What follows belongs to an exercise in optimizing a design on an open flow for small area and a short achievable clock period; a production flow would make more cautious choices. Function not checked in this run: the RTL went through the layout flow alone.

File: flow/config.mk
export PLATFORM = sky130hd
export DESIGN_NAME = sqrt_16s
export DESIGN_NICKNAME = sqrt_16s
export VERILOG_FILES = /design/flow/design.v
export SDC_FILE = /design/flow/constraint.sdc
export NUM_CORES = 4
export LEC_CHECK = 0
export ABC_AREA = 1
export CAP_MARGIN = 20
export CORE_MARGIN = 2
export CORE_UTILIZATION = 40
export SLEW_MARGIN = 20
File: flow/constraint.sdc
create_clock -name core_clock -period 3.0 [get_ports {clk}]
set_input_delay 0.6000 -clock core_clock [delete_from_list [all_inputs] [get_ports {clk}]]
set_output_delay 0.6000 -clock core_clock [all_outputs]
set_load 0.01 [all_outputs]
File: flow/design.v
module sqrt_16s (
    input         clk,
    input  [15:0] data_i,
    input         vld_i,
    output [15:0] data_o,
    output        vld_o
);
    wire [2:0] a1 = {1'b0, data_i[15:14]};
    wire [2:0] b1 = 3'b001;
    wire [2:0] g1_0 = ~a1 & b1;
    wire [2:0] p1_0 = ~a1 | b1;
    wire g1_1_1 = g1_0[1] | (p1_0[1] & g1_0[0]);
    wire p1_1_1 = p1_0[1] & p1_0[0];
    wire g1_2_2 = g1_0[2] | (p1_0[2] & g1_1_1);
    wire p1_2_2 = p1_0[2] & p1_1_1;
    wire s1 = g1_2_2;
    wire [1:0] c1 = {g1_0[0], 1'b0};
    wire [1:0] r1 = a1[1:0] ^ ({2{~s1}} & (b1[1:0] ^ c1));
    wire [0:0] q1 = ~s1;
    wire [13:0] x1 = data_i[13:0];
    reg  [0:0] q_r1;
    always @(posedge clk) q_r1 <= q1;
    reg  [1:0] r_r1;
    always @(posedge clk) r_r1 <= r1;
    reg  [13:0] x_r1;
    always @(posedge clk) x_r1 <= x1;
    reg  [0:0] v_r1;
    always @(posedge clk) v_r1 <= vld_i;
    wire [3:0] a2 = {r_r1, x_r1[13:12]};
    wire [3:0] b2 = {1'b0, q_r1, 2'b01};
    wire [3:0] g2_0 = ~a2 & b2;
    wire [3:0] p2_0 = ~a2 | b2;
    wire g2_1_1 = g2_0[1] | (p2_0[1] & g2_0[0]);
    wire p2_1_1 = p2_0[1] & p2_0[0];
    wire g2_1_3 = g2_0[3] | (p2_0[3] & g2_0[2]);
    wire p2_1_3 = p2_0[3] & p2_0[2];
    wire g2_2_2 = g2_0[2] | (p2_0[2] & g2_1_1);
    wire p2_2_2 = p2_0[2] & p2_1_1;
    wire g2_2_3 = g2_1_3 | (p2_1_3 & g2_1_1);
    wire p2_2_3 = p2_1_3 & p2_1_1;
    wire s2 = g2_2_3;
    wire [2:0] c2 = {g2_1_1, g2_0[0], 1'b0};
    wire [2:0] r2 = a2[2:0] ^ ({3{~s2}} & (b2[2:0] ^ c2));
    wire [1:0] q2 = {q_r1, ~s2};
    wire [11:0] x2 = x_r1[11:0];
    reg  [1:0] q_r2;
    always @(posedge clk) q_r2 <= q2;
    reg  [2:0] r_r2;
    always @(posedge clk) r_r2 <= r2;
    reg  [11:0] x_r2;
    always @(posedge clk) x_r2 <= x2;
    reg  [0:0] v_r2;
    always @(posedge clk) v_r2 <= v_r1;
    wire [4:0] a3 = {r_r2, x_r2[11:10]};
    wire [4:0] b3 = {1'b0, q_r2, 2'b01};
    wire [4:0] g3_0 = ~a3 & b3;
    wire [4:0] p3_0 = ~a3 | b3;
    wire g3_1_1 = g3_0[1] | (p3_0[1] & g3_0[0]);
    wire p3_1_1 = p3_0[1] & p3_0[0];
    wire g3_1_3 = g3_0[3] | (p3_0[3] & g3_0[2]);
    wire p3_1_3 = p3_0[3] & p3_0[2];
    wire g3_2_2 = g3_0[2] | (p3_0[2] & g3_1_1);
    wire p3_2_2 = p3_0[2] & p3_1_1;
    wire g3_2_3 = g3_1_3 | (p3_1_3 & g3_1_1);
    wire p3_2_3 = p3_1_3 & p3_1_1;
    wire g3_3_4 = g3_0[4] | (p3_0[4] & g3_2_3);
    wire p3_3_4 = p3_0[4] & p3_2_3;
    wire s3 = g3_3_4;
    wire [3:0] c3 = {g3_2_2, g3_1_1, g3_0[0], 1'b0};
    wire [3:0] r3 = a3[3:0] ^ ({4{~s3}} & (b3[3:0] ^ c3));
    wire [2:0] q3 = {q_r2, ~s3};
    wire [9:0] x3 = x_r2[9:0];
    reg  [2:0] q_r3;
    always @(posedge clk) q_r3 <= q3;
    reg  [3:0] r_r3;
    always @(posedge clk) r_r3 <= r3;
    reg  [9:0] x_r3;
    always @(posedge clk) x_r3 <= x3;
    reg  [0:0] v_r3;
    always @(posedge clk) v_r3 <= v_r2;
    wire [5:0] a4 = {r_r3, x_r3[9:8]};
    wire [5:0] b4 = {1'b0, q_r3, 2'b01};
    wire [5:0] g4_0 = ~a4 & b4;
    wire [5:0] p4_0 = ~a4 | b4;
    wire g4_1_1 = g4_0[1] | (p4_0[1] & g4_0[0]);
    wire p4_1_1 = p4_0[1] & p4_0[0];
    wire g4_1_3 = g4_0[3] | (p4_0[3] & g4_0[2]);
    wire p4_1_3 = p4_0[3] & p4_0[2];
    wire g4_1_5 = g4_0[5] | (p4_0[5] & g4_0[4]);
    wire p4_1_5 = p4_0[5] & p4_0[4];
    wire g4_2_2 = g4_0[2] | (p4_0[2] & g4_1_1);
    wire p4_2_2 = p4_0[2] & p4_1_1;
    wire g4_2_3 = g4_1_3 | (p4_1_3 & g4_1_1);
    wire p4_2_3 = p4_1_3 & p4_1_1;
    wire g4_3_4 = g4_0[4] | (p4_0[4] & g4_2_3);
    wire p4_3_4 = p4_0[4] & p4_2_3;
    wire g4_3_5 = g4_1_5 | (p4_1_5 & g4_2_3);
    wire p4_3_5 = p4_1_5 & p4_2_3;
    wire s4 = g4_3_5;
    wire [4:0] c4 = {g4_2_3, g4_2_2, g4_1_1, g4_0[0], 1'b0};
    wire [4:0] r4 = a4[4:0] ^ ({5{~s4}} & (b4[4:0] ^ c4));
    wire [3:0] q4 = {q_r3, ~s4};
    wire [7:0] x4 = x_r3[7:0];
    reg  [3:0] q_r4;
    always @(posedge clk) q_r4 <= q4;
    reg  [4:0] r_r4;
    always @(posedge clk) r_r4 <= r4;
    reg  [7:0] x_r4;
    always @(posedge clk) x_r4 <= x4;
    reg  [0:0] v_r4;
    always @(posedge clk) v_r4 <= v_r3;
    wire [6:0] a5 = {r_r4, x_r4[7:6]};
    wire [6:0] b5 = {1'b0, q_r4, 2'b01};
    wire [6:0] g5_0 = ~a5 & b5;
    wire [6:0] p5_0 = ~a5 | b5;
    wire g5_1_1 = g5_0[1] | (p5_0[1] & g5_0[0]);
    wire p5_1_1 = p5_0[1] & p5_0[0];
    wire g5_1_3 = g5_0[3] | (p5_0[3] & g5_0[2]);
    wire p5_1_3 = p5_0[3] & p5_0[2];
    wire g5_1_5 = g5_0[5] | (p5_0[5] & g5_0[4]);
    wire p5_1_5 = p5_0[5] & p5_0[4];
    wire g5_2_2 = g5_0[2] | (p5_0[2] & g5_1_1);
    wire p5_2_2 = p5_0[2] & p5_1_1;
    wire g5_2_3 = g5_1_3 | (p5_1_3 & g5_1_1);
    wire p5_2_3 = p5_1_3 & p5_1_1;
    wire g5_2_6 = g5_0[6] | (p5_0[6] & g5_1_5);
    wire p5_2_6 = p5_0[6] & p5_1_5;
    wire g5_3_4 = g5_0[4] | (p5_0[4] & g5_2_3);
    wire p5_3_4 = p5_0[4] & p5_2_3;
    wire g5_3_5 = g5_1_5 | (p5_1_5 & g5_2_3);
    wire p5_3_5 = p5_1_5 & p5_2_3;
    wire g5_3_6 = g5_2_6 | (p5_2_6 & g5_2_3);
    wire p5_3_6 = p5_2_6 & p5_2_3;
    wire s5 = g5_3_6;
    wire [5:0] c5 = {g5_3_4, g5_2_3, g5_2_2, g5_1_1, g5_0[0], 1'b0};
    wire [5:0] r5 = a5[5:0] ^ ({6{~s5}} & (b5[5:0] ^ c5));
    wire [4:0] q5 = {q_r4, ~s5};
    wire [5:0] x5 = x_r4[5:0];
    reg  [4:0] q_r5;
    always @(posedge clk) q_r5 <= q5;
    reg  [5:0] r_r5;
    always @(posedge clk) r_r5 <= r5;
    reg  [5:0] x_r5;
    always @(posedge clk) x_r5 <= x5;
    reg  [0:0] v_r5;
    always @(posedge clk) v_r5 <= v_r4;
    wire [7:0] a6 = {r_r5, x_r5[5:4]};
    wire [7:0] b6 = {1'b0, q_r5, 2'b01};
    wire [7:0] g6_0 = ~a6 & b6;
    wire [7:0] p6_0 = ~a6 | b6;
    wire g6_1_1 = g6_0[1] | (p6_0[1] & g6_0[0]);
    wire p6_1_1 = p6_0[1] & p6_0[0];
    wire g6_1_3 = g6_0[3] | (p6_0[3] & g6_0[2]);
    wire p6_1_3 = p6_0[3] & p6_0[2];
    wire g6_1_5 = g6_0[5] | (p6_0[5] & g6_0[4]);
    wire p6_1_5 = p6_0[5] & p6_0[4];
    wire g6_1_7 = g6_0[7] | (p6_0[7] & g6_0[6]);
    wire p6_1_7 = p6_0[7] & p6_0[6];
    wire g6_2_2 = g6_0[2] | (p6_0[2] & g6_1_1);
    wire p6_2_2 = p6_0[2] & p6_1_1;
    wire g6_2_3 = g6_1_3 | (p6_1_3 & g6_1_1);
    wire p6_2_3 = p6_1_3 & p6_1_1;
    wire g6_2_6 = g6_0[6] | (p6_0[6] & g6_1_5);
    wire p6_2_6 = p6_0[6] & p6_1_5;
    wire g6_2_7 = g6_1_7 | (p6_1_7 & g6_1_5);
    wire p6_2_7 = p6_1_7 & p6_1_5;
    wire g6_3_4 = g6_0[4] | (p6_0[4] & g6_2_3);
    wire p6_3_4 = p6_0[4] & p6_2_3;
    wire g6_3_5 = g6_1_5 | (p6_1_5 & g6_2_3);
    wire p6_3_5 = p6_1_5 & p6_2_3;
    wire g6_3_6 = g6_2_6 | (p6_2_6 & g6_2_3);
    wire p6_3_6 = p6_2_6 & p6_2_3;
    wire g6_3_7 = g6_2_7 | (p6_2_7 & g6_2_3);
    wire p6_3_7 = p6_2_7 & p6_2_3;
    wire s6 = g6_3_7;
    wire [6:0] c6 = {g6_3_5, g6_3_4, g6_2_3, g6_2_2, g6_1_1, g6_0[0], 1'b0};
    wire [6:0] r6 = a6[6:0] ^ ({7{~s6}} & (b6[6:0] ^ c6));
    wire [5:0] q6 = {q_r5, ~s6};
    wire [3:0] x6 = x_r5[3:0];
    reg  [5:0] q_r6;
    always @(posedge clk) q_r6 <= q6;
    reg  [6:0] r_r6;
    always @(posedge clk) r_r6 <= r6;
    reg  [3:0] x_r6;
    always @(posedge clk) x_r6 <= x6;
    reg  [0:0] v_r6;
    always @(posedge clk) v_r6 <= v_r5;
    wire [8:0] a7 = {r_r6, x_r6[3:2]};
    wire [8:0] b7 = {1'b0, q_r6, 2'b01};
    wire [8:0] g7_0 = ~a7 & b7;
    wire [8:0] p7_0 = ~a7 | b7;
    wire g7_1_1 = g7_0[1] | (p7_0[1] & g7_0[0]);
    wire p7_1_1 = p7_0[1] & p7_0[0];
    wire g7_1_3 = g7_0[3] | (p7_0[3] & g7_0[2]);
    wire p7_1_3 = p7_0[3] & p7_0[2];
    wire g7_1_5 = g7_0[5] | (p7_0[5] & g7_0[4]);
    wire p7_1_5 = p7_0[5] & p7_0[4];
    wire g7_1_7 = g7_0[7] | (p7_0[7] & g7_0[6]);
    wire p7_1_7 = p7_0[7] & p7_0[6];
    wire g7_2_2 = g7_0[2] | (p7_0[2] & g7_1_1);
    wire p7_2_2 = p7_0[2] & p7_1_1;
    wire g7_2_3 = g7_1_3 | (p7_1_3 & g7_1_1);
    wire p7_2_3 = p7_1_3 & p7_1_1;
    wire g7_2_6 = g7_0[6] | (p7_0[6] & g7_1_5);
    wire p7_2_6 = p7_0[6] & p7_1_5;
    wire g7_2_7 = g7_1_7 | (p7_1_7 & g7_1_5);
    wire p7_2_7 = p7_1_7 & p7_1_5;
    wire g7_3_4 = g7_0[4] | (p7_0[4] & g7_2_3);
    wire p7_3_4 = p7_0[4] & p7_2_3;
    wire g7_3_5 = g7_1_5 | (p7_1_5 & g7_2_3);
    wire p7_3_5 = p7_1_5 & p7_2_3;
    wire g7_3_6 = g7_2_6 | (p7_2_6 & g7_2_3);
    wire p7_3_6 = p7_2_6 & p7_2_3;
    wire g7_3_7 = g7_2_7 | (p7_2_7 & g7_2_3);
    wire p7_3_7 = p7_2_7 & p7_2_3;
    wire g7_4_8 = g7_0[8] | (p7_0[8] & g7_3_7);
    wire p7_4_8 = p7_0[8] & p7_3_7;
    wire s7 = g7_4_8;
    wire [7:0] c7 = {g7_3_6, g7_3_5, g7_3_4, g7_2_3, g7_2_2, g7_1_1, g7_0[0], 1'b0};
    wire [7:0] r7 = a7[7:0] ^ ({8{~s7}} & (b7[7:0] ^ c7));
    wire [6:0] q7 = {q_r6, ~s7};
    wire [1:0] x7 = x_r6[1:0];
    reg  [6:0] q_r7;
    always @(posedge clk) q_r7 <= q7;
    reg  [7:0] r_r7;
    always @(posedge clk) r_r7 <= r7;
    reg  [1:0] x_r7;
    always @(posedge clk) x_r7 <= x7;
    reg  [0:0] v_r7;
    always @(posedge clk) v_r7 <= v_r6;
    wire [9:0] a8 = {r_r7, x_r7[1:0]};
    wire [9:0] b8 = {1'b0, q_r7, 2'b01};
    wire [9:0] g8_0 = ~a8 & b8;
    wire [9:0] p8_0 = ~a8 | b8;
    wire g8_1_1 = g8_0[1] | (p8_0[1] & g8_0[0]);
    wire p8_1_1 = p8_0[1] & p8_0[0];
    wire g8_1_3 = g8_0[3] | (p8_0[3] & g8_0[2]);
    wire p8_1_3 = p8_0[3] & p8_0[2];
    wire g8_1_5 = g8_0[5] | (p8_0[5] & g8_0[4]);
    wire p8_1_5 = p8_0[5] & p8_0[4];
    wire g8_1_7 = g8_0[7] | (p8_0[7] & g8_0[6]);
    wire p8_1_7 = p8_0[7] & p8_0[6];
    wire g8_1_9 = g8_0[9] | (p8_0[9] & g8_0[8]);
    wire p8_1_9 = p8_0[9] & p8_0[8];
    wire g8_2_2 = g8_0[2] | (p8_0[2] & g8_1_1);
    wire p8_2_2 = p8_0[2] & p8_1_1;
    wire g8_2_3 = g8_1_3 | (p8_1_3 & g8_1_1);
    wire p8_2_3 = p8_1_3 & p8_1_1;
    wire g8_2_6 = g8_0[6] | (p8_0[6] & g8_1_5);
    wire p8_2_6 = p8_0[6] & p8_1_5;
    wire g8_2_7 = g8_1_7 | (p8_1_7 & g8_1_5);
    wire p8_2_7 = p8_1_7 & p8_1_5;
    wire g8_3_4 = g8_0[4] | (p8_0[4] & g8_2_3);
    wire p8_3_4 = p8_0[4] & p8_2_3;
    wire g8_3_5 = g8_1_5 | (p8_1_5 & g8_2_3);
    wire p8_3_5 = p8_1_5 & p8_2_3;
    wire g8_3_6 = g8_2_6 | (p8_2_6 & g8_2_3);
    wire p8_3_6 = p8_2_6 & p8_2_3;
    wire g8_3_7 = g8_2_7 | (p8_2_7 & g8_2_3);
    wire p8_3_7 = p8_2_7 & p8_2_3;
    wire g8_4_8 = g8_0[8] | (p8_0[8] & g8_3_7);
    wire p8_4_8 = p8_0[8] & p8_3_7;
    wire g8_4_9 = g8_1_9 | (p8_1_9 & g8_3_7);
    wire p8_4_9 = p8_1_9 & p8_3_7;
    wire s8 = g8_4_9;
    wire [8:0] c8 = {g8_3_7, g8_3_6, g8_3_5, g8_3_4, g8_2_3, g8_2_2, g8_1_1, g8_0[0], 1'b0};
    wire [8:0] r8 = a8[8:0] ^ ({9{~s8}} & (b8[8:0] ^ c8));
    wire [7:0] q8 = {q_r7, ~s8};
    reg  [7:0] q_r8;
    always @(posedge clk) q_r8 <= q8;
    reg  [8:0] r_r8;
    always @(posedge clk) r_r8 <= r8;
    reg  [0:0] v_r8;
    always @(posedge clk) v_r8 <= v_r7;
    wire [10:0] a9 = {r_r8, 2'b00};
    wire [10:0] b9 = {1'b0, q_r8, 2'b01};
    wire [10:0] g9_0 = ~a9 & b9;
    wire [10:0] p9_0 = ~a9 | b9;
    wire g9_1_1 = g9_0[1] | (p9_0[1] & g9_0[0]);
    wire p9_1_1 = p9_0[1] & p9_0[0];
    wire g9_1_3 = g9_0[3] | (p9_0[3] & g9_0[2]);
    wire p9_1_3 = p9_0[3] & p9_0[2];
    wire g9_1_5 = g9_0[5] | (p9_0[5] & g9_0[4]);
    wire p9_1_5 = p9_0[5] & p9_0[4];
    wire g9_1_7 = g9_0[7] | (p9_0[7] & g9_0[6]);
    wire p9_1_7 = p9_0[7] & p9_0[6];
    wire g9_1_9 = g9_0[9] | (p9_0[9] & g9_0[8]);
    wire p9_1_9 = p9_0[9] & p9_0[8];
    wire g9_2_2 = g9_0[2] | (p9_0[2] & g9_1_1);
    wire p9_2_2 = p9_0[2] & p9_1_1;
    wire g9_2_3 = g9_1_3 | (p9_1_3 & g9_1_1);
    wire p9_2_3 = p9_1_3 & p9_1_1;
    wire g9_2_6 = g9_0[6] | (p9_0[6] & g9_1_5);
    wire p9_2_6 = p9_0[6] & p9_1_5;
    wire g9_2_7 = g9_1_7 | (p9_1_7 & g9_1_5);
    wire p9_2_7 = p9_1_7 & p9_1_5;
    wire g9_2_10 = g9_0[10] | (p9_0[10] & g9_1_9);
    wire p9_2_10 = p9_0[10] & p9_1_9;
    wire g9_3_4 = g9_0[4] | (p9_0[4] & g9_2_3);
    wire p9_3_4 = p9_0[4] & p9_2_3;
    wire g9_3_5 = g9_1_5 | (p9_1_5 & g9_2_3);
    wire p9_3_5 = p9_1_5 & p9_2_3;
    wire g9_3_6 = g9_2_6 | (p9_2_6 & g9_2_3);
    wire p9_3_6 = p9_2_6 & p9_2_3;
    wire g9_3_7 = g9_2_7 | (p9_2_7 & g9_2_3);
    wire p9_3_7 = p9_2_7 & p9_2_3;
    wire g9_4_8 = g9_0[8] | (p9_0[8] & g9_3_7);
    wire p9_4_8 = p9_0[8] & p9_3_7;
    wire g9_4_9 = g9_1_9 | (p9_1_9 & g9_3_7);
    wire p9_4_9 = p9_1_9 & p9_3_7;
    wire g9_4_10 = g9_2_10 | (p9_2_10 & g9_3_7);
    wire p9_4_10 = p9_2_10 & p9_3_7;
    wire s9 = g9_4_10;
    wire [9:0] c9 = {g9_4_8, g9_3_7, g9_3_6, g9_3_5, g9_3_4, g9_2_3, g9_2_2, g9_1_1, g9_0[0], 1'b0};
    wire [9:0] r9 = a9[9:0] ^ ({10{~s9}} & (b9[9:0] ^ c9));
    wire [8:0] q9 = {q_r8, ~s9};
    reg  [8:0] q_r9;
    always @(posedge clk) q_r9 <= q9;
    reg  [9:0] r_r9;
    always @(posedge clk) r_r9 <= r9;
    reg  [0:0] v_r9;
    always @(posedge clk) v_r9 <= v_r8;
    wire [11:0] a10 = {r_r9, 2'b00};
    wire [11:0] b10 = {1'b0, q_r9, 2'b01};
    wire [11:0] g10_0 = ~a10 & b10;
    wire [11:0] p10_0 = ~a10 | b10;
    wire g10_1_1 = g10_0[1] | (p10_0[1] & g10_0[0]);
    wire p10_1_1 = p10_0[1] & p10_0[0];
    wire g10_1_3 = g10_0[3] | (p10_0[3] & g10_0[2]);
    wire p10_1_3 = p10_0[3] & p10_0[2];
    wire g10_1_5 = g10_0[5] | (p10_0[5] & g10_0[4]);
    wire p10_1_5 = p10_0[5] & p10_0[4];
    wire g10_1_7 = g10_0[7] | (p10_0[7] & g10_0[6]);
    wire p10_1_7 = p10_0[7] & p10_0[6];
    wire g10_1_9 = g10_0[9] | (p10_0[9] & g10_0[8]);
    wire p10_1_9 = p10_0[9] & p10_0[8];
    wire g10_1_11 = g10_0[11] | (p10_0[11] & g10_0[10]);
    wire p10_1_11 = p10_0[11] & p10_0[10];
    wire g10_2_2 = g10_0[2] | (p10_0[2] & g10_1_1);
    wire p10_2_2 = p10_0[2] & p10_1_1;
    wire g10_2_3 = g10_1_3 | (p10_1_3 & g10_1_1);
    wire p10_2_3 = p10_1_3 & p10_1_1;
    wire g10_2_6 = g10_0[6] | (p10_0[6] & g10_1_5);
    wire p10_2_6 = p10_0[6] & p10_1_5;
    wire g10_2_7 = g10_1_7 | (p10_1_7 & g10_1_5);
    wire p10_2_7 = p10_1_7 & p10_1_5;
    wire g10_2_10 = g10_0[10] | (p10_0[10] & g10_1_9);
    wire p10_2_10 = p10_0[10] & p10_1_9;
    wire g10_2_11 = g10_1_11 | (p10_1_11 & g10_1_9);
    wire p10_2_11 = p10_1_11 & p10_1_9;
    wire g10_3_4 = g10_0[4] | (p10_0[4] & g10_2_3);
    wire p10_3_4 = p10_0[4] & p10_2_3;
    wire g10_3_5 = g10_1_5 | (p10_1_5 & g10_2_3);
    wire p10_3_5 = p10_1_5 & p10_2_3;
    wire g10_3_6 = g10_2_6 | (p10_2_6 & g10_2_3);
    wire p10_3_6 = p10_2_6 & p10_2_3;
    wire g10_3_7 = g10_2_7 | (p10_2_7 & g10_2_3);
    wire p10_3_7 = p10_2_7 & p10_2_3;
    wire g10_4_8 = g10_0[8] | (p10_0[8] & g10_3_7);
    wire p10_4_8 = p10_0[8] & p10_3_7;
    wire g10_4_9 = g10_1_9 | (p10_1_9 & g10_3_7);
    wire p10_4_9 = p10_1_9 & p10_3_7;
    wire g10_4_10 = g10_2_10 | (p10_2_10 & g10_3_7);
    wire p10_4_10 = p10_2_10 & p10_3_7;
    wire g10_4_11 = g10_2_11 | (p10_2_11 & g10_3_7);
    wire p10_4_11 = p10_2_11 & p10_3_7;
    wire s10 = g10_4_11;
    wire [10:0] c10 = {g10_4_9, g10_4_8, g10_3_7, g10_3_6, g10_3_5, g10_3_4, g10_2_3, g10_2_2, g10_1_1, g10_0[0], 1'b0};
    wire [10:0] r10 = a10[10:0] ^ ({11{~s10}} & (b10[10:0] ^ c10));
    wire [9:0] q10 = {q_r9, ~s10};
    reg  [9:0] q_r10;
    always @(posedge clk) q_r10 <= q10;
    reg  [10:0] r_r10;
    always @(posedge clk) r_r10 <= r10;
    reg  [0:0] v_r10;
    always @(posedge clk) v_r10 <= v_r9;
    wire [12:0] a11 = {r_r10, 2'b00};
    wire [12:0] b11 = {1'b0, q_r10, 2'b01};
    wire [12:0] g11_0 = ~a11 & b11;
    wire [12:0] p11_0 = ~a11 | b11;
    wire g11_1_1 = g11_0[1] | (p11_0[1] & g11_0[0]);
    wire p11_1_1 = p11_0[1] & p11_0[0];
    wire g11_1_3 = g11_0[3] | (p11_0[3] & g11_0[2]);
    wire p11_1_3 = p11_0[3] & p11_0[2];
    wire g11_1_5 = g11_0[5] | (p11_0[5] & g11_0[4]);
    wire p11_1_5 = p11_0[5] & p11_0[4];
    wire g11_1_7 = g11_0[7] | (p11_0[7] & g11_0[6]);
    wire p11_1_7 = p11_0[7] & p11_0[6];
    wire g11_1_9 = g11_0[9] | (p11_0[9] & g11_0[8]);
    wire p11_1_9 = p11_0[9] & p11_0[8];
    wire g11_1_11 = g11_0[11] | (p11_0[11] & g11_0[10]);
    wire p11_1_11 = p11_0[11] & p11_0[10];
    wire g11_2_2 = g11_0[2] | (p11_0[2] & g11_1_1);
    wire p11_2_2 = p11_0[2] & p11_1_1;
    wire g11_2_3 = g11_1_3 | (p11_1_3 & g11_1_1);
    wire p11_2_3 = p11_1_3 & p11_1_1;
    wire g11_2_6 = g11_0[6] | (p11_0[6] & g11_1_5);
    wire p11_2_6 = p11_0[6] & p11_1_5;
    wire g11_2_7 = g11_1_7 | (p11_1_7 & g11_1_5);
    wire p11_2_7 = p11_1_7 & p11_1_5;
    wire g11_2_10 = g11_0[10] | (p11_0[10] & g11_1_9);
    wire p11_2_10 = p11_0[10] & p11_1_9;
    wire g11_2_11 = g11_1_11 | (p11_1_11 & g11_1_9);
    wire p11_2_11 = p11_1_11 & p11_1_9;
    wire g11_3_4 = g11_0[4] | (p11_0[4] & g11_2_3);
    wire p11_3_4 = p11_0[4] & p11_2_3;
    wire g11_3_5 = g11_1_5 | (p11_1_5 & g11_2_3);
    wire p11_3_5 = p11_1_5 & p11_2_3;
    wire g11_3_6 = g11_2_6 | (p11_2_6 & g11_2_3);
    wire p11_3_6 = p11_2_6 & p11_2_3;
    wire g11_3_7 = g11_2_7 | (p11_2_7 & g11_2_3);
    wire p11_3_7 = p11_2_7 & p11_2_3;
    wire g11_3_12 = g11_0[12] | (p11_0[12] & g11_2_11);
    wire p11_3_12 = p11_0[12] & p11_2_11;
    wire g11_4_8 = g11_0[8] | (p11_0[8] & g11_3_7);
    wire p11_4_8 = p11_0[8] & p11_3_7;
    wire g11_4_9 = g11_1_9 | (p11_1_9 & g11_3_7);
    wire p11_4_9 = p11_1_9 & p11_3_7;
    wire g11_4_10 = g11_2_10 | (p11_2_10 & g11_3_7);
    wire p11_4_10 = p11_2_10 & p11_3_7;
    wire g11_4_11 = g11_2_11 | (p11_2_11 & g11_3_7);
    wire p11_4_11 = p11_2_11 & p11_3_7;
    wire g11_4_12 = g11_3_12 | (p11_3_12 & g11_3_7);
    wire p11_4_12 = p11_3_12 & p11_3_7;
    wire s11 = g11_4_12;
    wire [11:0] c11 = {g11_4_10, g11_4_9, g11_4_8, g11_3_7, g11_3_6, g11_3_5, g11_3_4, g11_2_3, g11_2_2, g11_1_1, g11_0[0], 1'b0};
    wire [11:0] r11 = a11[11:0] ^ ({12{~s11}} & (b11[11:0] ^ c11));
    wire [10:0] q11 = {q_r10, ~s11};
    reg  [10:0] q_r11;
    always @(posedge clk) q_r11 <= q11;
    reg  [11:0] r_r11;
    always @(posedge clk) r_r11 <= r11;
    reg  [0:0] v_r11;
    always @(posedge clk) v_r11 <= v_r10;
    wire [13:0] a12 = {r_r11, 2'b00};
    wire [13:0] b12 = {1'b0, q_r11, 2'b01};
    wire [13:0] g12_0 = ~a12 & b12;
    wire [13:0] p12_0 = ~a12 | b12;
    wire g12_1_1 = g12_0[1] | (p12_0[1] & g12_0[0]);
    wire p12_1_1 = p12_0[1] & p12_0[0];
    wire g12_1_3 = g12_0[3] | (p12_0[3] & g12_0[2]);
    wire p12_1_3 = p12_0[3] & p12_0[2];
    wire g12_1_5 = g12_0[5] | (p12_0[5] & g12_0[4]);
    wire p12_1_5 = p12_0[5] & p12_0[4];
    wire g12_1_7 = g12_0[7] | (p12_0[7] & g12_0[6]);
    wire p12_1_7 = p12_0[7] & p12_0[6];
    wire g12_1_9 = g12_0[9] | (p12_0[9] & g12_0[8]);
    wire p12_1_9 = p12_0[9] & p12_0[8];
    wire g12_1_11 = g12_0[11] | (p12_0[11] & g12_0[10]);
    wire p12_1_11 = p12_0[11] & p12_0[10];
    wire g12_1_13 = g12_0[13] | (p12_0[13] & g12_0[12]);
    wire p12_1_13 = p12_0[13] & p12_0[12];
    wire g12_2_2 = g12_0[2] | (p12_0[2] & g12_1_1);
    wire p12_2_2 = p12_0[2] & p12_1_1;
    wire g12_2_3 = g12_1_3 | (p12_1_3 & g12_1_1);
    wire p12_2_3 = p12_1_3 & p12_1_1;
    wire g12_2_6 = g12_0[6] | (p12_0[6] & g12_1_5);
    wire p12_2_6 = p12_0[6] & p12_1_5;
    wire g12_2_7 = g12_1_7 | (p12_1_7 & g12_1_5);
    wire p12_2_7 = p12_1_7 & p12_1_5;
    wire g12_2_10 = g12_0[10] | (p12_0[10] & g12_1_9);
    wire p12_2_10 = p12_0[10] & p12_1_9;
    wire g12_2_11 = g12_1_11 | (p12_1_11 & g12_1_9);
    wire p12_2_11 = p12_1_11 & p12_1_9;
    wire g12_3_4 = g12_0[4] | (p12_0[4] & g12_2_3);
    wire p12_3_4 = p12_0[4] & p12_2_3;
    wire g12_3_5 = g12_1_5 | (p12_1_5 & g12_2_3);
    wire p12_3_5 = p12_1_5 & p12_2_3;
    wire g12_3_6 = g12_2_6 | (p12_2_6 & g12_2_3);
    wire p12_3_6 = p12_2_6 & p12_2_3;
    wire g12_3_7 = g12_2_7 | (p12_2_7 & g12_2_3);
    wire p12_3_7 = p12_2_7 & p12_2_3;
    wire g12_3_12 = g12_0[12] | (p12_0[12] & g12_2_11);
    wire p12_3_12 = p12_0[12] & p12_2_11;
    wire g12_3_13 = g12_1_13 | (p12_1_13 & g12_2_11);
    wire p12_3_13 = p12_1_13 & p12_2_11;
    wire g12_4_8 = g12_0[8] | (p12_0[8] & g12_3_7);
    wire p12_4_8 = p12_0[8] & p12_3_7;
    wire g12_4_9 = g12_1_9 | (p12_1_9 & g12_3_7);
    wire p12_4_9 = p12_1_9 & p12_3_7;
    wire g12_4_10 = g12_2_10 | (p12_2_10 & g12_3_7);
    wire p12_4_10 = p12_2_10 & p12_3_7;
    wire g12_4_11 = g12_2_11 | (p12_2_11 & g12_3_7);
    wire p12_4_11 = p12_2_11 & p12_3_7;
    wire g12_4_12 = g12_3_12 | (p12_3_12 & g12_3_7);
    wire p12_4_12 = p12_3_12 & p12_3_7;
    wire g12_4_13 = g12_3_13 | (p12_3_13 & g12_3_7);
    wire p12_4_13 = p12_3_13 & p12_3_7;
    wire s12 = g12_4_13;
    wire [12:0] c12 = {g12_4_11, g12_4_10, g12_4_9, g12_4_8, g12_3_7, g12_3_6, g12_3_5, g12_3_4, g12_2_3, g12_2_2, g12_1_1, g12_0[0], 1'b0};
    wire [12:0] r12 = a12[12:0] ^ ({13{~s12}} & (b12[12:0] ^ c12));
    wire [11:0] q12 = {q_r11, ~s12};
    reg  [11:0] q_r12;
    always @(posedge clk) q_r12 <= q12;
    reg  [12:0] r_r12;
    always @(posedge clk) r_r12 <= r12;
    reg  [0:0] v_r12;
    always @(posedge clk) v_r12 <= v_r11;
    wire [14:0] a13 = {r_r12, 2'b00};
    wire [14:0] b13 = {1'b0, q_r12, 2'b01};
    wire [14:0] g13_0 = ~a13 & b13;
    wire [14:0] p13_0 = ~a13 | b13;
    wire g13_1_1 = g13_0[1] | (p13_0[1] & g13_0[0]);
    wire p13_1_1 = p13_0[1] & p13_0[0];
    wire g13_1_3 = g13_0[3] | (p13_0[3] & g13_0[2]);
    wire p13_1_3 = p13_0[3] & p13_0[2];
    wire g13_1_5 = g13_0[5] | (p13_0[5] & g13_0[4]);
    wire p13_1_5 = p13_0[5] & p13_0[4];
    wire g13_1_7 = g13_0[7] | (p13_0[7] & g13_0[6]);
    wire p13_1_7 = p13_0[7] & p13_0[6];
    wire g13_1_9 = g13_0[9] | (p13_0[9] & g13_0[8]);
    wire p13_1_9 = p13_0[9] & p13_0[8];
    wire g13_1_11 = g13_0[11] | (p13_0[11] & g13_0[10]);
    wire p13_1_11 = p13_0[11] & p13_0[10];
    wire g13_1_13 = g13_0[13] | (p13_0[13] & g13_0[12]);
    wire p13_1_13 = p13_0[13] & p13_0[12];
    wire g13_2_2 = g13_0[2] | (p13_0[2] & g13_1_1);
    wire p13_2_2 = p13_0[2] & p13_1_1;
    wire g13_2_3 = g13_1_3 | (p13_1_3 & g13_1_1);
    wire p13_2_3 = p13_1_3 & p13_1_1;
    wire g13_2_6 = g13_0[6] | (p13_0[6] & g13_1_5);
    wire p13_2_6 = p13_0[6] & p13_1_5;
    wire g13_2_7 = g13_1_7 | (p13_1_7 & g13_1_5);
    wire p13_2_7 = p13_1_7 & p13_1_5;
    wire g13_2_10 = g13_0[10] | (p13_0[10] & g13_1_9);
    wire p13_2_10 = p13_0[10] & p13_1_9;
    wire g13_2_11 = g13_1_11 | (p13_1_11 & g13_1_9);
    wire p13_2_11 = p13_1_11 & p13_1_9;
    wire g13_2_14 = g13_0[14] | (p13_0[14] & g13_1_13);
    wire p13_2_14 = p13_0[14] & p13_1_13;
    wire g13_3_4 = g13_0[4] | (p13_0[4] & g13_2_3);
    wire p13_3_4 = p13_0[4] & p13_2_3;
    wire g13_3_5 = g13_1_5 | (p13_1_5 & g13_2_3);
    wire p13_3_5 = p13_1_5 & p13_2_3;
    wire g13_3_6 = g13_2_6 | (p13_2_6 & g13_2_3);
    wire p13_3_6 = p13_2_6 & p13_2_3;
    wire g13_3_7 = g13_2_7 | (p13_2_7 & g13_2_3);
    wire p13_3_7 = p13_2_7 & p13_2_3;
    wire g13_3_12 = g13_0[12] | (p13_0[12] & g13_2_11);
    wire p13_3_12 = p13_0[12] & p13_2_11;
    wire g13_3_13 = g13_1_13 | (p13_1_13 & g13_2_11);
    wire p13_3_13 = p13_1_13 & p13_2_11;
    wire g13_3_14 = g13_2_14 | (p13_2_14 & g13_2_11);
    wire p13_3_14 = p13_2_14 & p13_2_11;
    wire g13_4_8 = g13_0[8] | (p13_0[8] & g13_3_7);
    wire p13_4_8 = p13_0[8] & p13_3_7;
    wire g13_4_9 = g13_1_9 | (p13_1_9 & g13_3_7);
    wire p13_4_9 = p13_1_9 & p13_3_7;
    wire g13_4_10 = g13_2_10 | (p13_2_10 & g13_3_7);
    wire p13_4_10 = p13_2_10 & p13_3_7;
    wire g13_4_11 = g13_2_11 | (p13_2_11 & g13_3_7);
    wire p13_4_11 = p13_2_11 & p13_3_7;
    wire g13_4_12 = g13_3_12 | (p13_3_12 & g13_3_7);
    wire p13_4_12 = p13_3_12 & p13_3_7;
    wire g13_4_13 = g13_3_13 | (p13_3_13 & g13_3_7);
    wire p13_4_13 = p13_3_13 & p13_3_7;
    wire g13_4_14 = g13_3_14 | (p13_3_14 & g13_3_7);
    wire p13_4_14 = p13_3_14 & p13_3_7;
    wire s13 = g13_4_14;
    wire [13:0] c13 = {g13_4_12, g13_4_11, g13_4_10, g13_4_9, g13_4_8, g13_3_7, g13_3_6, g13_3_5, g13_3_4, g13_2_3, g13_2_2, g13_1_1, g13_0[0], 1'b0};
    wire [13:0] r13 = a13[13:0] ^ ({14{~s13}} & (b13[13:0] ^ c13));
    wire [12:0] q13 = {q_r12, ~s13};
    reg  [12:0] q_r13;
    always @(posedge clk) q_r13 <= q13;
    reg  [13:0] r_r13;
    always @(posedge clk) r_r13 <= r13;
    reg  [0:0] v_r13;
    always @(posedge clk) v_r13 <= v_r12;
    wire [15:0] a14 = {r_r13, 2'b00};
    wire [15:0] b14 = {1'b0, q_r13, 2'b01};
    wire [15:0] g14_0 = ~a14 & b14;
    wire [15:0] p14_0 = ~a14 | b14;
    wire g14_1_1 = g14_0[1] | (p14_0[1] & g14_0[0]);
    wire p14_1_1 = p14_0[1] & p14_0[0];
    wire g14_1_3 = g14_0[3] | (p14_0[3] & g14_0[2]);
    wire p14_1_3 = p14_0[3] & p14_0[2];
    wire g14_1_5 = g14_0[5] | (p14_0[5] & g14_0[4]);
    wire p14_1_5 = p14_0[5] & p14_0[4];
    wire g14_1_7 = g14_0[7] | (p14_0[7] & g14_0[6]);
    wire p14_1_7 = p14_0[7] & p14_0[6];
    wire g14_1_9 = g14_0[9] | (p14_0[9] & g14_0[8]);
    wire p14_1_9 = p14_0[9] & p14_0[8];
    wire g14_1_11 = g14_0[11] | (p14_0[11] & g14_0[10]);
    wire p14_1_11 = p14_0[11] & p14_0[10];
    wire g14_1_13 = g14_0[13] | (p14_0[13] & g14_0[12]);
    wire p14_1_13 = p14_0[13] & p14_0[12];
    wire g14_1_15 = g14_0[15] | (p14_0[15] & g14_0[14]);
    wire p14_1_15 = p14_0[15] & p14_0[14];
    wire g14_2_2 = g14_0[2] | (p14_0[2] & g14_1_1);
    wire p14_2_2 = p14_0[2] & p14_1_1;
    wire g14_2_3 = g14_1_3 | (p14_1_3 & g14_1_1);
    wire p14_2_3 = p14_1_3 & p14_1_1;
    wire g14_2_6 = g14_0[6] | (p14_0[6] & g14_1_5);
    wire p14_2_6 = p14_0[6] & p14_1_5;
    wire g14_2_7 = g14_1_7 | (p14_1_7 & g14_1_5);
    wire p14_2_7 = p14_1_7 & p14_1_5;
    wire g14_2_10 = g14_0[10] | (p14_0[10] & g14_1_9);
    wire p14_2_10 = p14_0[10] & p14_1_9;
    wire g14_2_11 = g14_1_11 | (p14_1_11 & g14_1_9);
    wire p14_2_11 = p14_1_11 & p14_1_9;
    wire g14_2_14 = g14_0[14] | (p14_0[14] & g14_1_13);
    wire p14_2_14 = p14_0[14] & p14_1_13;
    wire g14_2_15 = g14_1_15 | (p14_1_15 & g14_1_13);
    wire p14_2_15 = p14_1_15 & p14_1_13;
    wire g14_3_4 = g14_0[4] | (p14_0[4] & g14_2_3);
    wire p14_3_4 = p14_0[4] & p14_2_3;
    wire g14_3_5 = g14_1_5 | (p14_1_5 & g14_2_3);
    wire p14_3_5 = p14_1_5 & p14_2_3;
    wire g14_3_6 = g14_2_6 | (p14_2_6 & g14_2_3);
    wire p14_3_6 = p14_2_6 & p14_2_3;
    wire g14_3_7 = g14_2_7 | (p14_2_7 & g14_2_3);
    wire p14_3_7 = p14_2_7 & p14_2_3;
    wire g14_3_12 = g14_0[12] | (p14_0[12] & g14_2_11);
    wire p14_3_12 = p14_0[12] & p14_2_11;
    wire g14_3_13 = g14_1_13 | (p14_1_13 & g14_2_11);
    wire p14_3_13 = p14_1_13 & p14_2_11;
    wire g14_3_14 = g14_2_14 | (p14_2_14 & g14_2_11);
    wire p14_3_14 = p14_2_14 & p14_2_11;
    wire g14_3_15 = g14_2_15 | (p14_2_15 & g14_2_11);
    wire p14_3_15 = p14_2_15 & p14_2_11;
    wire g14_4_8 = g14_0[8] | (p14_0[8] & g14_3_7);
    wire p14_4_8 = p14_0[8] & p14_3_7;
    wire g14_4_9 = g14_1_9 | (p14_1_9 & g14_3_7);
    wire p14_4_9 = p14_1_9 & p14_3_7;
    wire g14_4_10 = g14_2_10 | (p14_2_10 & g14_3_7);
    wire p14_4_10 = p14_2_10 & p14_3_7;
    wire g14_4_11 = g14_2_11 | (p14_2_11 & g14_3_7);
    wire p14_4_11 = p14_2_11 & p14_3_7;
    wire g14_4_12 = g14_3_12 | (p14_3_12 & g14_3_7);
    wire p14_4_12 = p14_3_12 & p14_3_7;
    wire g14_4_13 = g14_3_13 | (p14_3_13 & g14_3_7);
    wire p14_4_13 = p14_3_13 & p14_3_7;
    wire g14_4_14 = g14_3_14 | (p14_3_14 & g14_3_7);
    wire p14_4_14 = p14_3_14 & p14_3_7;
    wire g14_4_15 = g14_3_15 | (p14_3_15 & g14_3_7);
    wire p14_4_15 = p14_3_15 & p14_3_7;
    wire s14 = g14_4_15;
    wire [14:0] c14 = {g14_4_13, g14_4_12, g14_4_11, g14_4_10, g14_4_9, g14_4_8, g14_3_7, g14_3_6, g14_3_5, g14_3_4, g14_2_3, g14_2_2, g14_1_1, g14_0[0], 1'b0};
    wire [14:0] r14 = a14[14:0] ^ ({15{~s14}} & (b14[14:0] ^ c14));
    wire [13:0] q14 = {q_r13, ~s14};
    reg  [13:0] q_r14;
    always @(posedge clk) q_r14 <= q14;
    reg  [14:0] r_r14;
    always @(posedge clk) r_r14 <= r14;
    reg  [0:0] v_r14;
    always @(posedge clk) v_r14 <= v_r13;
    wire [16:0] a15 = {r_r14, 2'b00};
    wire [16:0] b15 = {1'b0, q_r14, 2'b01};
    wire [16:0] g15_0 = ~a15 & b15;
    wire [16:0] p15_0 = ~a15 | b15;
    wire g15_1_1 = g15_0[1] | (p15_0[1] & g15_0[0]);
    wire p15_1_1 = p15_0[1] & p15_0[0];
    wire g15_1_3 = g15_0[3] | (p15_0[3] & g15_0[2]);
    wire p15_1_3 = p15_0[3] & p15_0[2];
    wire g15_1_5 = g15_0[5] | (p15_0[5] & g15_0[4]);
    wire p15_1_5 = p15_0[5] & p15_0[4];
    wire g15_1_7 = g15_0[7] | (p15_0[7] & g15_0[6]);
    wire p15_1_7 = p15_0[7] & p15_0[6];
    wire g15_1_9 = g15_0[9] | (p15_0[9] & g15_0[8]);
    wire p15_1_9 = p15_0[9] & p15_0[8];
    wire g15_1_11 = g15_0[11] | (p15_0[11] & g15_0[10]);
    wire p15_1_11 = p15_0[11] & p15_0[10];
    wire g15_1_13 = g15_0[13] | (p15_0[13] & g15_0[12]);
    wire p15_1_13 = p15_0[13] & p15_0[12];
    wire g15_1_15 = g15_0[15] | (p15_0[15] & g15_0[14]);
    wire p15_1_15 = p15_0[15] & p15_0[14];
    wire g15_2_2 = g15_0[2] | (p15_0[2] & g15_1_1);
    wire p15_2_2 = p15_0[2] & p15_1_1;
    wire g15_2_3 = g15_1_3 | (p15_1_3 & g15_1_1);
    wire p15_2_3 = p15_1_3 & p15_1_1;
    wire g15_2_6 = g15_0[6] | (p15_0[6] & g15_1_5);
    wire p15_2_6 = p15_0[6] & p15_1_5;
    wire g15_2_7 = g15_1_7 | (p15_1_7 & g15_1_5);
    wire p15_2_7 = p15_1_7 & p15_1_5;
    wire g15_2_10 = g15_0[10] | (p15_0[10] & g15_1_9);
    wire p15_2_10 = p15_0[10] & p15_1_9;
    wire g15_2_11 = g15_1_11 | (p15_1_11 & g15_1_9);
    wire p15_2_11 = p15_1_11 & p15_1_9;
    wire g15_2_14 = g15_0[14] | (p15_0[14] & g15_1_13);
    wire p15_2_14 = p15_0[14] & p15_1_13;
    wire g15_2_15 = g15_1_15 | (p15_1_15 & g15_1_13);
    wire p15_2_15 = p15_1_15 & p15_1_13;
    wire g15_3_4 = g15_0[4] | (p15_0[4] & g15_2_3);
    wire p15_3_4 = p15_0[4] & p15_2_3;
    wire g15_3_5 = g15_1_5 | (p15_1_5 & g15_2_3);
    wire p15_3_5 = p15_1_5 & p15_2_3;
    wire g15_3_6 = g15_2_6 | (p15_2_6 & g15_2_3);
    wire p15_3_6 = p15_2_6 & p15_2_3;
    wire g15_3_7 = g15_2_7 | (p15_2_7 & g15_2_3);
    wire p15_3_7 = p15_2_7 & p15_2_3;
    wire g15_3_12 = g15_0[12] | (p15_0[12] & g15_2_11);
    wire p15_3_12 = p15_0[12] & p15_2_11;
    wire g15_3_13 = g15_1_13 | (p15_1_13 & g15_2_11);
    wire p15_3_13 = p15_1_13 & p15_2_11;
    wire g15_3_14 = g15_2_14 | (p15_2_14 & g15_2_11);
    wire p15_3_14 = p15_2_14 & p15_2_11;
    wire g15_3_15 = g15_2_15 | (p15_2_15 & g15_2_11);
    wire p15_3_15 = p15_2_15 & p15_2_11;
    wire g15_4_8 = g15_0[8] | (p15_0[8] & g15_3_7);
    wire p15_4_8 = p15_0[8] & p15_3_7;
    wire g15_4_9 = g15_1_9 | (p15_1_9 & g15_3_7);
    wire p15_4_9 = p15_1_9 & p15_3_7;
    wire g15_4_10 = g15_2_10 | (p15_2_10 & g15_3_7);
    wire p15_4_10 = p15_2_10 & p15_3_7;
    wire g15_4_11 = g15_2_11 | (p15_2_11 & g15_3_7);
    wire p15_4_11 = p15_2_11 & p15_3_7;
    wire g15_4_12 = g15_3_12 | (p15_3_12 & g15_3_7);
    wire p15_4_12 = p15_3_12 & p15_3_7;
    wire g15_4_13 = g15_3_13 | (p15_3_13 & g15_3_7);
    wire p15_4_13 = p15_3_13 & p15_3_7;
    wire g15_4_14 = g15_3_14 | (p15_3_14 & g15_3_7);
    wire p15_4_14 = p15_3_14 & p15_3_7;
    wire g15_4_15 = g15_3_15 | (p15_3_15 & g15_3_7);
    wire p15_4_15 = p15_3_15 & p15_3_7;
    wire g15_5_16 = g15_0[16] | (p15_0[16] & g15_4_15);
    wire p15_5_16 = p15_0[16] & p15_4_15;
    wire s15 = g15_5_16;
    wire [15:0] c15 = {g15_4_14, g15_4_13, g15_4_12, g15_4_11, g15_4_10, g15_4_9, g15_4_8, g15_3_7, g15_3_6, g15_3_5, g15_3_4, g15_2_3, g15_2_2, g15_1_1, g15_0[0], 1'b0};
    wire [15:0] r15 = a15[15:0] ^ ({16{~s15}} & (b15[15:0] ^ c15));
    wire [14:0] q15 = {q_r14, ~s15};
    reg  [14:0] q_r15;
    always @(posedge clk) q_r15 <= q15;
    reg  [15:0] r_r15;
    always @(posedge clk) r_r15 <= r15;
    reg  [0:0] v_r15;
    always @(posedge clk) v_r15 <= v_r14;
    wire [17:0] a16 = {r_r15, 2'b00};
    wire [17:0] b16 = {1'b0, q_r15, 2'b01};
    wire [17:0] g16_0 = ~a16 & b16;
    wire [17:0] p16_0 = ~a16 | b16;
    wire g16_1_1 = g16_0[1] | (p16_0[1] & g16_0[0]);
    wire p16_1_1 = p16_0[1] & p16_0[0];
    wire g16_1_3 = g16_0[3] | (p16_0[3] & g16_0[2]);
    wire p16_1_3 = p16_0[3] & p16_0[2];
    wire g16_1_5 = g16_0[5] | (p16_0[5] & g16_0[4]);
    wire p16_1_5 = p16_0[5] & p16_0[4];
    wire g16_1_7 = g16_0[7] | (p16_0[7] & g16_0[6]);
    wire p16_1_7 = p16_0[7] & p16_0[6];
    wire g16_1_9 = g16_0[9] | (p16_0[9] & g16_0[8]);
    wire p16_1_9 = p16_0[9] & p16_0[8];
    wire g16_1_11 = g16_0[11] | (p16_0[11] & g16_0[10]);
    wire p16_1_11 = p16_0[11] & p16_0[10];
    wire g16_1_13 = g16_0[13] | (p16_0[13] & g16_0[12]);
    wire p16_1_13 = p16_0[13] & p16_0[12];
    wire g16_1_15 = g16_0[15] | (p16_0[15] & g16_0[14]);
    wire p16_1_15 = p16_0[15] & p16_0[14];
    wire g16_1_17 = g16_0[17] | (p16_0[17] & g16_0[16]);
    wire p16_1_17 = p16_0[17] & p16_0[16];
    wire g16_2_2 = g16_0[2] | (p16_0[2] & g16_1_1);
    wire p16_2_2 = p16_0[2] & p16_1_1;
    wire g16_2_3 = g16_1_3 | (p16_1_3 & g16_1_1);
    wire p16_2_3 = p16_1_3 & p16_1_1;
    wire g16_2_6 = g16_0[6] | (p16_0[6] & g16_1_5);
    wire p16_2_6 = p16_0[6] & p16_1_5;
    wire g16_2_7 = g16_1_7 | (p16_1_7 & g16_1_5);
    wire p16_2_7 = p16_1_7 & p16_1_5;
    wire g16_2_10 = g16_0[10] | (p16_0[10] & g16_1_9);
    wire p16_2_10 = p16_0[10] & p16_1_9;
    wire g16_2_11 = g16_1_11 | (p16_1_11 & g16_1_9);
    wire p16_2_11 = p16_1_11 & p16_1_9;
    wire g16_2_14 = g16_0[14] | (p16_0[14] & g16_1_13);
    wire p16_2_14 = p16_0[14] & p16_1_13;
    wire g16_2_15 = g16_1_15 | (p16_1_15 & g16_1_13);
    wire p16_2_15 = p16_1_15 & p16_1_13;
    wire g16_3_4 = g16_0[4] | (p16_0[4] & g16_2_3);
    wire p16_3_4 = p16_0[4] & p16_2_3;
    wire g16_3_5 = g16_1_5 | (p16_1_5 & g16_2_3);
    wire p16_3_5 = p16_1_5 & p16_2_3;
    wire g16_3_6 = g16_2_6 | (p16_2_6 & g16_2_3);
    wire p16_3_6 = p16_2_6 & p16_2_3;
    wire g16_3_7 = g16_2_7 | (p16_2_7 & g16_2_3);
    wire p16_3_7 = p16_2_7 & p16_2_3;
    wire g16_3_12 = g16_0[12] | (p16_0[12] & g16_2_11);
    wire p16_3_12 = p16_0[12] & p16_2_11;
    wire g16_3_13 = g16_1_13 | (p16_1_13 & g16_2_11);
    wire p16_3_13 = p16_1_13 & p16_2_11;
    wire g16_3_14 = g16_2_14 | (p16_2_14 & g16_2_11);
    wire p16_3_14 = p16_2_14 & p16_2_11;
    wire g16_3_15 = g16_2_15 | (p16_2_15 & g16_2_11);
    wire p16_3_15 = p16_2_15 & p16_2_11;
    wire g16_4_8 = g16_0[8] | (p16_0[8] & g16_3_7);
    wire p16_4_8 = p16_0[8] & p16_3_7;
    wire g16_4_9 = g16_1_9 | (p16_1_9 & g16_3_7);
    wire p16_4_9 = p16_1_9 & p16_3_7;
    wire g16_4_10 = g16_2_10 | (p16_2_10 & g16_3_7);
    wire p16_4_10 = p16_2_10 & p16_3_7;
    wire g16_4_11 = g16_2_11 | (p16_2_11 & g16_3_7);
    wire p16_4_11 = p16_2_11 & p16_3_7;
    wire g16_4_12 = g16_3_12 | (p16_3_12 & g16_3_7);
    wire p16_4_12 = p16_3_12 & p16_3_7;
    wire g16_4_13 = g16_3_13 | (p16_3_13 & g16_3_7);
    wire p16_4_13 = p16_3_13 & p16_3_7;
    wire g16_4_14 = g16_3_14 | (p16_3_14 & g16_3_7);
    wire p16_4_14 = p16_3_14 & p16_3_7;
    wire g16_4_15 = g16_3_15 | (p16_3_15 & g16_3_7);
    wire p16_4_15 = p16_3_15 & p16_3_7;
    wire g16_5_16 = g16_0[16] | (p16_0[16] & g16_4_15);
    wire p16_5_16 = p16_0[16] & p16_4_15;
    wire g16_5_17 = g16_1_17 | (p16_1_17 & g16_4_15);
    wire p16_5_17 = p16_1_17 & p16_4_15;
    wire s16 = g16_5_17;
    wire [15:0] q16 = {q_r15, ~s16};
    reg  [15:0] q_r16;
    always @(posedge clk) q_r16 <= q16;
    reg  [0:0] v_r16;
    always @(posedge clk) v_r16 <= v_r15;
    assign data_o = q_r16;
    assign vld_o  = v_r16;
endmodule
File: flow/run.sh
#!/bin/bash
# synth_recipe.tcl (not shown) runs the flow's synth.tcl, then flattens the netlist and writes it again
# the make line also repeats each setting of config.mk as NAME=value (left out here)
make -C /OpenROAD-flow-scripts/flow DESIGN_CONFIG=/design/flow/config.mk WORK_HOME=/design/flow/orfs CLKGATE_MAP_FILE= SYNTH_SCRIPT=/design/flow/synth_recipe.tcl finish
==> run summary <==
[flip-flops by register name, indices dropped and copies added, names as in the netlist, 9 cells and up]
register / flops
q_r12: 12
r_r8: 9
q_r10: 10
q_r13: 13
x_r2: 12
r_r15: 14
q_r16: 16
q_r15: 15
x_r1: 14
q_r11: 11
r_r12: 11
q_r9: 9
x_r3: 10
r_r11: 10
r_r13: 12
q_r14: 14
r_r10: 9
r_r14: 13
[through the flow]
step	area (um^2)	setup slack (ps)	util, %	hold WS (ps)
5_1_grt	14800	894	47.0	326
6_report	14800	1060	47.0	323
4_1_cts	14800	1020	47.0	326
3_3_place_gp	13500	1200	43.0	310
3_5_place_dp	13500	1160	43.0	312
2_1_floorplan	12700	1400	-	310
[metal layers]
| metal | vias to the layer above | wire length [um] | track usage [%] |
|---|---|---|---|
| met2 | 119 | 10600 | 24.5 |
| met4 | 0 | 818 | 6.10 |
| met3 | 64 | 594 | 2.26 |
| met5 | - | 0 | 0 |
| met1 | 4192 | 8800 | 13.9 |
| li1 | 5116 | - | - |
[layout make-up]
cell class                      instances  share of cell area (%)
Clock inverter                         17                    1.38
Tap cell                              402                    3.41
Clock buffer                           47                    7.08
Sequential cell                       329                    44.6
Timing Repair Buffer                   34                    2.31
Multi-Input combinational cell       1011                    34.4
Inverter                              266                    6.77
[path summary, 6_finish.rpt]
| kind | startpoint | end | slack [ps] |
|---|---|---|---|
| worst max-delay path | q_r16[9] | data_o[9] | 1060 |
| worst min-delay path | x_r1[10] | x_r2[10] | 320 |
| worst max register to register | q_r14[8] | r_r15[5] | 1170 |
| worst min register to register | x_r1[10] | x_r2[10] | 320 |
[synth_stat cells (all sizes together)]
cell type  instances  area share (%)
nand2            503              15
dfxtp            329              52
inv              265             7.8
nand3            120             4.9
nor2              93             2.8
xor2              91             6.3
o21ai             56             2.4
a21oi             44             2.2
nand4             40             2.0
or2               15            0.74
nand3b            12            0.71
xnor2              8            0.55
ha                 7            0.69
buf                5            0.41
nor3               5            0.32
o21bai             3            0.18
o22ai              3            0.15
a31o               2            0.14
a31oi              2           0.098
and2               2           0.098
o211ai             2            0.12
a211oi             1           0.059
a22oi              1           0.098
clkinv             1           0.029
nor3b              1           0.059
[kinds of logic after synthesis]
logic type                 Yosys count  share of synthesized area (%)
adders and majority gates            7                          0.689
xor gates and xnor gates            99                           6.88
buffers and inverters              271                           8.26
DFF                                329                           51.8
AOI/OAI and AO/OA                  114                           5.42
and+or+nand+nor                    791                           27.0
==> summary.md <==
| Metric | Value |
|---|---|
| # setup viols final | `0` |
| Syn_nets | `1636` |
| Critical path required time | `2400 ps` |
| CTS root buffer | `clkbuf_16` |
| Max Root-Sink Buffers | `3` |
| Max Slew Vio Count | `0` |
| Most frequent cells in the layout | `nand2_1, dfxtp_1, inv_1` |
| DIE HEIGHT | `around 180 um` |
| Crit end category | `primary output` |
| Commonest non-fill, non-tap cell in the layout | `nand2_1` |
| # diodes | `0` |
| Core area | `approximately 0.031 mm^2` |
| Cts hold-fix bufs | `0` |
| Crit Path Category | `flip-flop to primary output` |
| Max Fclk | `0.515 GHz` |
| Post-CTS Setup Repair Bufs | `0` |
| Grt ovf | `0` |
| Worst Hold Depth | `0` |
| Tightest Pin Transition | `503 ps` |
| Layout cells sized above 1 | `8.80%` |
| R2R depth | `11` |
| Flops & latches, synth | `329` |
| Yosys Warn Count | `1` |
| Total Routing Usage GR | `13.0%` |
| Worst clock skew | `16.7 ps` |
| Starting DRC count in detailed routing | `approximately 310` |
| Die X | `around 180 um` |
| Num Clock Sinks | `329` |
| Fin. Hold Viols | `0` |
| Register area | `roughly 0.0066 mm^2` |
| Vias in the first global route | `8832` |
| TritonRoute pass-1 iters | `5` |
| Post-Syn Instances | `approximately 1600` |
| Hold WC Path Type | `flip-flop to flip-flop` |
| CP Depth | `1` |
| Crit path DAT | `1340 ps` |
| Slowest stage delay, CP | `between 500 and 600 ps` |
| Mapped Area | `about 0.013 mm^2` |
| Slew headroom | `66.4%` |
| Total negative slack | `0 ps` |
| Clock Latency Late Sink | `510 ps` |
| DRC violations left | `0` |
| Gpl congestion | `0.820` |
| Post-route insts no fill | `2106` |
| Vias | `9491` |
| Antenna viol nets, final | `0` |
| Wirelength per Cell | `just under 10 um` |
| Vias per cell | `4.51` |
| Area Growth Syn to Fin | `16.0%` |
| CTS tree | `built` |
| Clk pin slew, worst setup/hold paths | `60 ps` |
| First-pass GRT wire length | `~37 mm` |
| Nets | `about 1700` |
| Area of the multi-input gates | `between 0.005 and 0.006 mm^2` |
| Delay-heaviest family, CP | `buffers and inverters` |
| Critical path cell sequence | `clkdlybuf4s50_1` |
| Outcome | `complete, no violations` |
| Period utilization | `64.7%` |
| Largest net degree at the start of global routing | `24` |
| Unique masters post-synth | `39` |
| Placed Cells | `just over 2000` |
| Slowest cell on crit path | `clkdlybuf4s50_1` |
| Startpoint Class | `flip-flop` |
| CTS H-tree lvls | `2` |
| Initial antenna violation count | `0` |
| Initial core utilization | `40.5%` |
| IO Port Bufs | `34` |
| Post-DP HPWL | `around 16 mm` |
| Area of the die | `0.0332 mm^2` |
| Cell Rows | `65` |
| Max_cap viols | `0` |
| Crit path max fanout | `1` |
| I/O pin total | `35` |
| CTS Buf Count | `37` |
| Seq/Total Area, Yosys | `51.8%` |
| RSZ-0062 raised after global routing | `no` |
| Cts repair resizes | `0` |
| Filler cell count | `2975` |
| WP buf/inv | `1` |
| Routed wire length | `~21 mm` |
| Minimum clock period | `about 1900 ps` |
| Syn avg cell area | `7.89 um^2` |

[port drivers added, routing unchanged]
How much do the figures lean on ideal ports? The routed layout below was timed once more, with nothing changed but the port constraints. Step 1 sets driving cells, clkbuf_16 on the clock port and buf_2 on the other inputs (assumed; they add their load-dependent delay and slew). Step 2, shift: input delay + t, output delay - t, t = (earliest + latest rising clock arrival at the registers) / 2. This alone moves slack from input paths to output paths. Slacks: ideal / step 1 / step 2; pairs: ideal / step 1.
shift t [ns]: 0.552
setup WS [ns]: 1.058 / 1.009 / 1.172
clock arrival spread, ns: 0.019 / 0.019
worst data-port slew with drivers (ns): 0.03
cell pins on the clock port's net: 1
After both steps this run still meets setup and hold. For this run, drivers alone change the setup slack by -0.049 ns; drivers and shift together by +0.114 ns.
